Context: an optimization exercise on an open-source flow, tuned for small area, a short achievable clock period and few clock cycles per item. The choices shown serve that exercise and are no tape-out recipe.
Where RTL was checked, it was by simulation tests only, not by an equivalence proof against the original.

Setup of build 30:
Design logarithm, start of the top module:
module logarithm #(
	parameter n = 16,
	parameter m = 24,
	parameter k = 5 ,
	parameter p = 24
) (
	input        clk  ,  
	input        reset,  
	input        start,
	input  [0:n] x    ,
	output [1:p] y    ,
	output       done
);
	reg  [23:0] f;
	wire s1;
	wire c2;
	wire s3;
	wire c4;
	wire s5;
	wire c6;
	wire s7;
	wire c8;
	wire s9;
	wire c10;
	wire s11;
	wire c12;
	wire s13;
	wire c14;
	wire s15;
	wire c16;
	wire s17;
	wire c18;
	wire s19;
	wire c20;
	wire s21;
	wire c22;
	wire s23;
	wire c24;
	wire s25;
	wire c26;
	wire s27;
	wire c28;
	wire s29;
	wire c30;
	wire s31;
	wire c32;
	wire s33;
	wire c34;
	wire s35;
	wire c36;
	wire s37;
	wire c38;
	wire s39;
	wire c40;
	wire s41;
	wire c42;
	wire s43;
	wire c44;
	wire s45;
	wire c46;
	wire s47;
	wire c48;
	wire s49;
	wire c50;
	wire s51;
	wire c52;
	wire s53;
	wire c54;
	wire s55;
	wire c56;
	wire s57;
	wire c58;
	wire s59;
	wire c60;
	wire s61;
	wire c62;
	wire s63;
	wire c64;
	wire s65;
	wire c66;
	wire s67;
	wire c68;
	wire s69;
	wire c70;
	wire s71;
	wire c72;
	wire s73;
	wire c74;
	wire s75;
	wire c76;
	wire s77;
	wire c78;
	wire s79;
	wire c80;
	wire s81;
	wire c82;
	wire s83;
	wire c84;
	wire s85;
	wire c86;
	wire s87;
	wire c88;
	wire s89;
	wire c90;
	wire s91;
	wire c92;
	wire s93;
	wire c94;
	wire s95;
	wire c96;
	wire s97;
	wire c98;
	wire s99;
	wire c100;
	wire s101;
	wire c102;
	wire s103;
	wire c104;
	wire s105;
	wire c106;
	wire s107;
	wire c108;
	wire s109;
	wire c110;
	wire s111;
  ...
export LEC_CHECK = 0
export CAP_MARGIN = 20
export CORE_MARGIN = 2
export CORE_UTILIZATION = 40
export CTS_BUF_LIST = sky130_fd_sc_hd__clkbuf_4 sky130_fd_sc_hd__clkbuf_8
export SETUP_SLACK_MARGIN = 4.0
export SLEW_MARGIN = 60
export SYNTH_HIERARCHICAL = 1
export SYNTH_MINIMUM_KEEP_SIZE = 0
create_clock -name core_clock -period 9.0 [get_ports {clk}]
standard.sh (not shown) runs the stock make flow with config.mk's settings and CLKGATE_MAP_FILE= SYNTH_SCRIPT=/design/flow/synth_recipe.tcl, a recipe that flattens the netlist after the stock synthesis.
==> flow/flow/run.sh <==
#!/bin/bash
# Standard layout, with the smallest buffer on the ports instead of the
# delay buffer that buffer_ports picks by default.
set -e
export BUFFER_PORTS_ARGS="-buffer_cell sky130_fd_sc_hd__buf_1"
bash standard.sh finish > standard_flow.log 2>&1
Testbench counts of build 30, summed over its fixed seeds: cycles 36,800, items 1,600.
Input changes introduced in trial 65 (baseline for comparison: build 30):
--- a/flow/design.v
+++ b/flow/design.v
@@ -1589,39 +1589,39 @@
 	wire tb2 = (tb0 ? (tb1 ? ge7 : ge5) : (tb1 ? ge3 : ge1));
 	wire [2:0] tbits = {tb0, tb1, tb2};
 	reg  [21:0] sr;          
 	wire        dn = sr[21];
 	wire        sh = ~dn & b;      
 	wire        sk = ~dn & ~b;     
 	wire        hd = dn & ~start;  
-	wire [23:0] fh;              
-	log_nand u_hold0 (hd, f[0], fh[0]);
-	log_nand u_hold1 (hd, f[1], fh[1]);
-	log_nand u_hold2 (hd, f[2], fh[2]);
-	log_nand u_hold3 (hd, f[3], fh[3]);
-	log_nand u_hold4 (hd, f[4], fh[4]);
-	log_nand u_hold5 (hd, f[5], fh[5]);
-	log_nand u_hold6 (hd, f[6], fh[6]);
-	log_nand u_hold7 (hd, f[7], fh[7]);
-	log_nand u_hold8 (hd, f[8], fh[8]);
-	log_nand u_hold9 (hd, f[9], fh[9]);
-	log_nand u_hold10 (hd, f[10], fh[10]);
-	log_nand u_hold11 (hd, f[11], fh[11]);
-	log_nand u_hold12 (hd, f[12], fh[12]);
-	log_nand u_hold13 (hd, f[13], fh[13]);
-	log_nand u_hold14 (hd, f[14], fh[14]);
-	log_nand u_hold15 (hd, f[15], fh[15]);
-	log_nand u_hold16 (hd, f[16], fh[16]);
-	log_nand u_hold17 (hd, f[17], fh[17]);
-	log_nand u_hold18 (hd, f[18], fh[18]);
-	log_nand u_hold19 (hd, f[19], fh[19]);
-	log_nand u_hold20 (hd, f[20], fh[20]);
-	log_nand u_hold21 (hd, f[21], fh[21]);
-	log_nand u_hold22 (hd, f[22], fh[22]);
-	log_nand u_hold23 (hd, f[23], fh[23]);
+	wire [23:0] fh;
+	log_and u_hold0 (hd, f[0], fh[0]);
+	log_and u_hold1 (hd, f[1], fh[1]);
+	log_and u_hold2 (hd, f[2], fh[2]);
+	log_and u_hold3 (hd, f[3], fh[3]);
+	log_and u_hold4 (hd, f[4], fh[4]);
+	log_and u_hold5 (hd, f[5], fh[5]);
+	log_and u_hold6 (hd, f[6], fh[6]);
+	log_and u_hold7 (hd, f[7], fh[7]);
+	log_and u_hold8 (hd, f[8], fh[8]);
+	log_and u_hold9 (hd, f[9], fh[9]);
+	log_and u_hold10 (hd, f[10], fh[10]);
+	log_and u_hold11 (hd, f[11], fh[11]);
+	log_and u_hold12 (hd, f[12], fh[12]);
+	log_and u_hold13 (hd, f[13], fh[13]);
+	log_and u_hold14 (hd, f[14], fh[14]);
+	log_and u_hold15 (hd, f[15], fh[15]);
+	log_and u_hold16 (hd, f[16], fh[16]);
+	log_and u_hold17 (hd, f[17], fh[17]);
+	log_and u_hold18 (hd, f[18], fh[18]);
+	log_and u_hold19 (hd, f[19], fh[19]);
+	log_and u_hold20 (hd, f[20], fh[20]);
+	log_and u_hold21 (hd, f[21], fh[21]);
+	log_and u_hold22 (hd, f[22], fh[22]);
+	log_and u_hold23 (hd, f[23], fh[23]);
 	wire [23:0] fs;              
 	log_a22oi u_sel0 (sh, s[1], sk, s[0], fs[0]);
 	log_a22oi u_sel1 (sh, s[2], sk, s[1], fs[1]);
 	log_a22oi u_sel2 (sh, s[3], sk, s[2], fs[2]);
 	log_a22oi u_sel3 (sh, s[4], sk, s[3], fs[3]);
 	log_a22oi u_sel4 (sh, s[5], sk, s[4], fs[4]);
 	log_a22oi u_sel5 (sh, s[6], sk, s[5], fs[5]);
@@ -1640,15 +1640,15 @@
 	log_a22oi u_sel18 (sh, s[19], sk, s[18], fs[18]);
 	log_a22oi u_sel19 (sh, s[20], sk, s[19], fs[19]);
 	log_a22oi u_sel20 (sh, s[21], sk, s[20], fs[20]);
 	log_a22oi u_sel21 (sh, s[22], sk, s[21], fs[21]);
 	log_a22oi u_sel22 (sh, s[23], sk, s[22], fs[22]);
 	log_a22oi u_sel23 (sh, s[25], sk, s[23], fs[23]);
 	always @(posedge clk)
-		f <= ~fs | ~fh | ({24{start & x[0]}} & {x[1:n], {(m-n){1'b0}}});
+		f <= ~fs | fh | ({24{start & x[0]}} & {x[1:n], {(m-n){1'b0}}});
 	always @(posedge clk or negedge reset) begin
 		if (~reset)
 			sr[21] <= 1'b1;
 		else if (start | ~dn)
 			sr[21] <= start ? 1'b0 : sr[20];
 	end
 	always @(posedge clk) begin
Notes after the runs:
Diff trial 65..build 30 | clock net sink count | unchanged
Capture point of the critical path = f[15]: trial 65; capture point of the critical path = f[22]: build 30
Diff build 30 -> trial 65: sequential share of cell area comparable; summed area of non-filler cells in the final layout rose about 1.2%; routability congestion estimate has increased.
On area growth from synthesis to layout, build 30 and trial 65 are neck and neck.
Testbench counts of trial 65, summed over its fixed seeds: cycles 36,800, items 1,600.

* * *

Another version of the RTL of logarithm (not shown whole).
Size: about 1200 cells after synthesis, ~49 flip-flops, about 45 I/O pins, ~0.010 mm² of cells after synthesis.
clock: 9.0 ns
lec_check: 0
cap_margin: 20
core_margin: 2
core_utilization: 40
setup_slack_margin: 3.5
slew_margin: 60
synth_hierarchical: 1
synth_minimum_keep_size: 0
run.sh (not shown) runs the stock make flow with config.mk's settings and CLKGATE_MAP_FILE= SYNTH_SCRIPT=/design/flow/synth_recipe.tcl, a recipe that flattens the netlist after the stock synthesis.
Stock flow here: none of the scripts above is used.
The first run finished with timing, DRC and antenna clean.
Change:
--- a/flow/design.v
+++ b/flow/design.v
@@ -1422,19 +1422,47 @@
 	assign pp_[44] = c500 ^ s501;
 	assign pp_[45] = c502 ^ s503;
 	assign pp_[46] = c504 ^ s505;
 	assign pp_[47] = c506 ^ ~f[22];
 	assign pp_[48] = ~~f[23];
 	assign pp_[49] = 1'b0;
-	assign t[49:24] = pp_[49:24] ^ cy[49:24];
+	log_xor u_sum24 (pp_[24], cy[24], t[24]);
+	log_xor u_sum25 (pp_[25], cy[25], t[25]);
+	log_xor u_sum26 (pp_[26], cy[26], t[26]);
+	log_xor u_sum27 (pp_[27], cy[27], t[27]);
+	log_xor u_sum28 (pp_[28], cy[28], t[28]);
+	log_xor u_sum29 (pp_[29], cy[29], t[29]);
+	log_xor u_sum30 (pp_[30], cy[30], t[30]);
+	log_xor u_sum31 (pp_[31], cy[31], t[31]);
+	log_xor u_sum32 (pp_[32], cy[32], t[32]);
+	log_xor u_sum33 (pp_[33], cy[33], t[33]);
+	log_xor u_sum34 (pp_[34], cy[34], t[34]);
+	log_xor u_sum35 (pp_[35], cy[35], t[35]);
+	log_xor u_sum36 (pp_[36], cy[36], t[36]);
+	log_xor u_sum37 (pp_[37], cy[37], t[37]);
+	log_xor u_sum38 (pp_[38], cy[38], t[38]);
+	log_xor u_sum39 (pp_[39], cy[39], t[39]);
+	log_xor u_sum40 (pp_[40], cy[40], t[40]);
+	log_xor u_sum41 (pp_[41], cy[41], t[41]);
+	log_xor u_sum42 (pp_[42], cy[42], t[42]);
+	log_xor u_sum43 (pp_[43], cy[43], t[43]);
+	log_xor u_sum44 (pp_[44], cy[44], t[44]);
+	log_xor u_sum45 (pp_[45], cy[45], t[45]);
+	log_xor u_sum46 (pp_[46], cy[46], t[46]);
+	log_xor u_sum47 (pp_[47], cy[47], t[47]);
+	log_xor u_sum48 (pp_[48], cy[48], t[48]);
+	log_xor u_sum49 (pp_[49], cy[49], t[49]);
 	assign t[23:0] = 24'd0;
 	wire [25:0] s  = t[49:24];
 	wire        b  = f >= 24'd6949351;
-	wire [23:0] fn = b ? {s[25], s[23:1]} : s[23:0];
+	wire        ld = r[24];
+	wire        sh = ~ld & b;    
+	wire        sk = ~ld & ~b;   
 	always @(posedge clk)
-		f <= r[24] ? {x[1:n], {(m-n){1'b0}}} : fn;
+		f <= ({24{sh}} & {s[25], s[23:1]}) | ({24{sk}} & s[23:0]) |
+		     ({24{ld}} & {x[1:n], {(m-n){1'b0}}});
 	always @(posedge clk or negedge reset) begin
 		if (~reset)
 			r[24] <= 1'b1;
 		else if (start | ~r[24])
 			r[24] <= start ? 1'b0 : r[23];
 	end
The new run completed with no timing, DRC or antenna violations.
Global-route usage grows by 0.29 points.
Final cell count shrinks by 3.4%.
Count of clock-buffer cells in the layout shrinks by 2.
Setup slack gets better by 0.071 ns.
Testbench counts after the change, summed over its fixed seeds: cycles 41,600, items 1,600.
For the first run of this note, only the layout was checked, not whether the RTL still works.

* * *

Setup of the reference run:
logarithm, a different RTL version from the one above (not shown whole).
For scale: roughly 47 flip-flops, about 45 I/O pins, about 11000 µm² of cells after synthesis.
Settings: LEC_CHECK=0, CAP_MARGIN=20, CORE_MARGIN=2, CORE_UTILIZATION=40, CTS_BUF_LIST=sky130_fd_sc_hd__clkbuf_4 sky130_fd_sc_hd__clkbuf_8, SETUP_SLACK_MARGIN=3.8, SLEW_MARGIN=60, SYNTH_HIERARCHICAL=1, SYNTH_MINIMUM_KEEP_SIZE=0; clock period 9.0 ns.
standard.sh (not shown) runs the stock make flow with config.mk's settings and CLKGATE_MAP_FILE= SYNTH_SCRIPT=/design/flow/synth_recipe.tcl, a recipe that flattens the netlist after the stock synthesis.
Scripts as last shown in full above: flow/flow/run.sh
What the trial run does differently from the reference run at the input level:
--- a/flow/design.v
+++ b/flow/design.v
@@ -7,16 +7,17 @@
 	input        clk  ,  
 	input        reset,  
 	input        start,
 	input  [0:n] x    ,
 	output [1:p] y    ,
 	output       done
 );
 	reg  [23:0] f;
+	reg  [23:0] r;           
 	wire s1;
 	wire c2;
 	wire s3;
 	wire c4;
 	wire s5;
 	wire c6;
 	wire s7;
 	wire c8;
@@ -1572,24 +1573,17 @@
 	log_xor u_sum45 (pp_[45], cy[45], t[45]);
 	log_xor u_sum46 (pp_[46], cy[46], t[46]);
 	log_xor u_sum47 (pp_[47], cy[47], t[47]);
 	log_xor u_sum48 (pp_[48], cy[48], t[48]);
 	log_xor u_sum49 (pp_[49], cy[49], t[49]);
 	assign t[23:0] = 24'd0;
 	wire [25:0] s  = t[49:24];
 	wire        b  = f >= 24'd6949351;
-	wire ge1 = f >= 24'd3174369;
-	wire ge2 = b;
-	wire ge3 = f >= 24'd11438586;
-	wire tb0 = ge2;
-	wire tb1 = (tb0 ? ge3 : ge1);
-	wire [1:0] tbits = {tb0, tb1};
-	reg  [22:0] sr;          
-	wire        dn = sr[22];
+	wire        dn = r[23];        
 	wire        sh = ~dn & b;      
 	wire        sk = ~dn & ~b;     
 	wire        hd = dn & ~start;  
 	wire [23:0] fh;
 	log_and u_hold0 (hd, f[0], fh[0]);
 	log_and u_hold1 (hd, f[1], fh[1]);
 	log_and u_hold2 (hd, f[2], fh[2]);
 	log_and u_hold3 (hd, f[3], fh[3]);
@@ -1608,17 +1602,17 @@
 	log_and u_hold16 (hd, f[16], fh[16]);
 	log_and u_hold17 (hd, f[17], fh[17]);
 	log_and u_hold18 (hd, f[18], fh[18]);
 	log_and u_hold19 (hd, f[19], fh[19]);
 	log_and u_hold20 (hd, f[20], fh[20]);
 	log_and u_hold21 (hd, f[21], fh[21]);
 	log_and u_hold22 (hd, f[22], fh[22]);
 	log_and u_hold23 (hd, f[23], fh[23]);
-	wire [23:0] fs;              
+	wire [23:0] fs;                
 	log_a22oi u_sel0 (sh, s[1], sk, s[0], fs[0]);
 	log_a22oi u_sel1 (sh, s[2], sk, s[1], fs[1]);
 	log_a22oi u_sel2 (sh, s[3], sk, s[2], fs[2]);
 	log_a22oi u_sel3 (sh, s[4], sk, s[3], fs[3]);
 	log_a22oi u_sel4 (sh, s[5], sk, s[4], fs[4]);
 	log_a22oi u_sel5 (sh, s[6], sk, s[5], fs[5]);
 	log_a22oi u_sel6 (sh, s[7], sk, s[6], fs[6]);
 	log_a22oi u_sel7 (sh, s[8], sk, s[7], fs[7]);
@@ -1637,26 +1631,26 @@
 	log_a22oi u_sel20 (sh, s[21], sk, s[20], fs[20]);
 	log_a22oi u_sel21 (sh, s[22], sk, s[21], fs[21]);
 	log_a22oi u_sel22 (sh, s[23], sk, s[22], fs[22]);
 	log_a22oi u_sel23 (sh, s[25], sk, s[23], fs[23]);
 	always @(posedge clk)
 		f <= ~fs | fh | ({24{start & x[0]}} & {x[1:n], {(m-n){1'b0}}});
 	always @(posedge clk or negedge reset) begin
 		if (~reset)
-			sr[22] <= 1'b1;
-		else if (start | ~dn)
-			sr[22] <= start ? 1'b0 : sr[21];
+			r[23] <= 1'b1;
+		else if (start | ~r[23])
+			r[23] <= start ? 1'b0 : r[22];
 	end
 	always @(posedge clk) begin
-		if (start | ~dn)
-			sr[21:0] <= start ? 22'd1 : {sr[20:0], b};
+		if (start | ~r[23])
+			r[22:0] <= start ? 23'd1 : {r[21:0], b};
 	end
-	assign done = dn;
-	assign y    = {sr[21:0], tbits};
+	assign done = r[23];
+	assign y    = {r[22:0], b};
 endmodule
 module log_fa (input a, input b, input c, output s, output co);
 	assign s  = a ^ b ^ c;
 	assign co = (a & b) | (a & c) | (b & c);
 endmodule
 module log_xor (input a, input b, output y);
 	assign y = a ^ b;
 endmodule
## What came out
Die area | the trial run < the reference run. First-iteration DRC count on the trial run is behind the reference run. In the trial run, met3 usage in global routing is higher than in the reference run. Summary — mapped cell area, the trial run relative to the reference run: lower, by about 0.7%. Of the trial run and the reference run, the run reporting the higher worst-case hold slack was the trial run.
Function was not checked in any run of this note: the RTL went through the layout flow alone.

separate check: timing with driven ports:
The results above use ideal ports. As a check the final layouts listed here were re-extracted and re-timed, cells and wires unchanged. Step 1, drivers: a clkbuf_16 drives clk and a buf_2 each remaining input, both assumed. Step 2 times the ports against the registers' clock, not the clock port: input delays grow and output delays shrink by t, the midpoint of the rising clock arrivals with the driver on. a / b / c = ideal / step 1 / step 2; a / b = the first two.
| run | t (ns) | setup slack, ns | hold slack, ns | slew at the worst register clock pin (ns) | cell pins on the clock port's net |
|---|---|---|---|---|---|
| build 30 | 0.346 | 4.208 / 4.208 / 4.208 | 0.491 / 0.491 / 0.491 | 0.10 / 0.10 | 1 |
| trial 65 | 0.345 | 4.242 / 4.242 / 4.242 | 0.546 / 0.546 / 0.546 | 0.11 / 0.11 | 1 |
| the first run of note 2 | 0.312 | 3.615 / 3.615 / 3.615 | 0.539 / 0.539 / 0.539 | 0.07 / 0.07 | 1 |
| the second run of note 2 | 0.317 | 3.686 / 3.686 / 3.686 | 0.542 / 0.542 / 0.542 | 0.07 / 0.07 | 1 |
| the reference run | 0.339 | 4.042 / 4.042 / 4.042 | 0.514 / 0.514 / 0.514 | 0.11 / 0.11 | 1 |
| the trial run | 0.350 | 4.030 / 4.030 / 4.030 | 0.556 / 0.556 / 0.556 | 0.11 / 0.11 | 1 |
After both steps setup and hold are still met in every run listed.
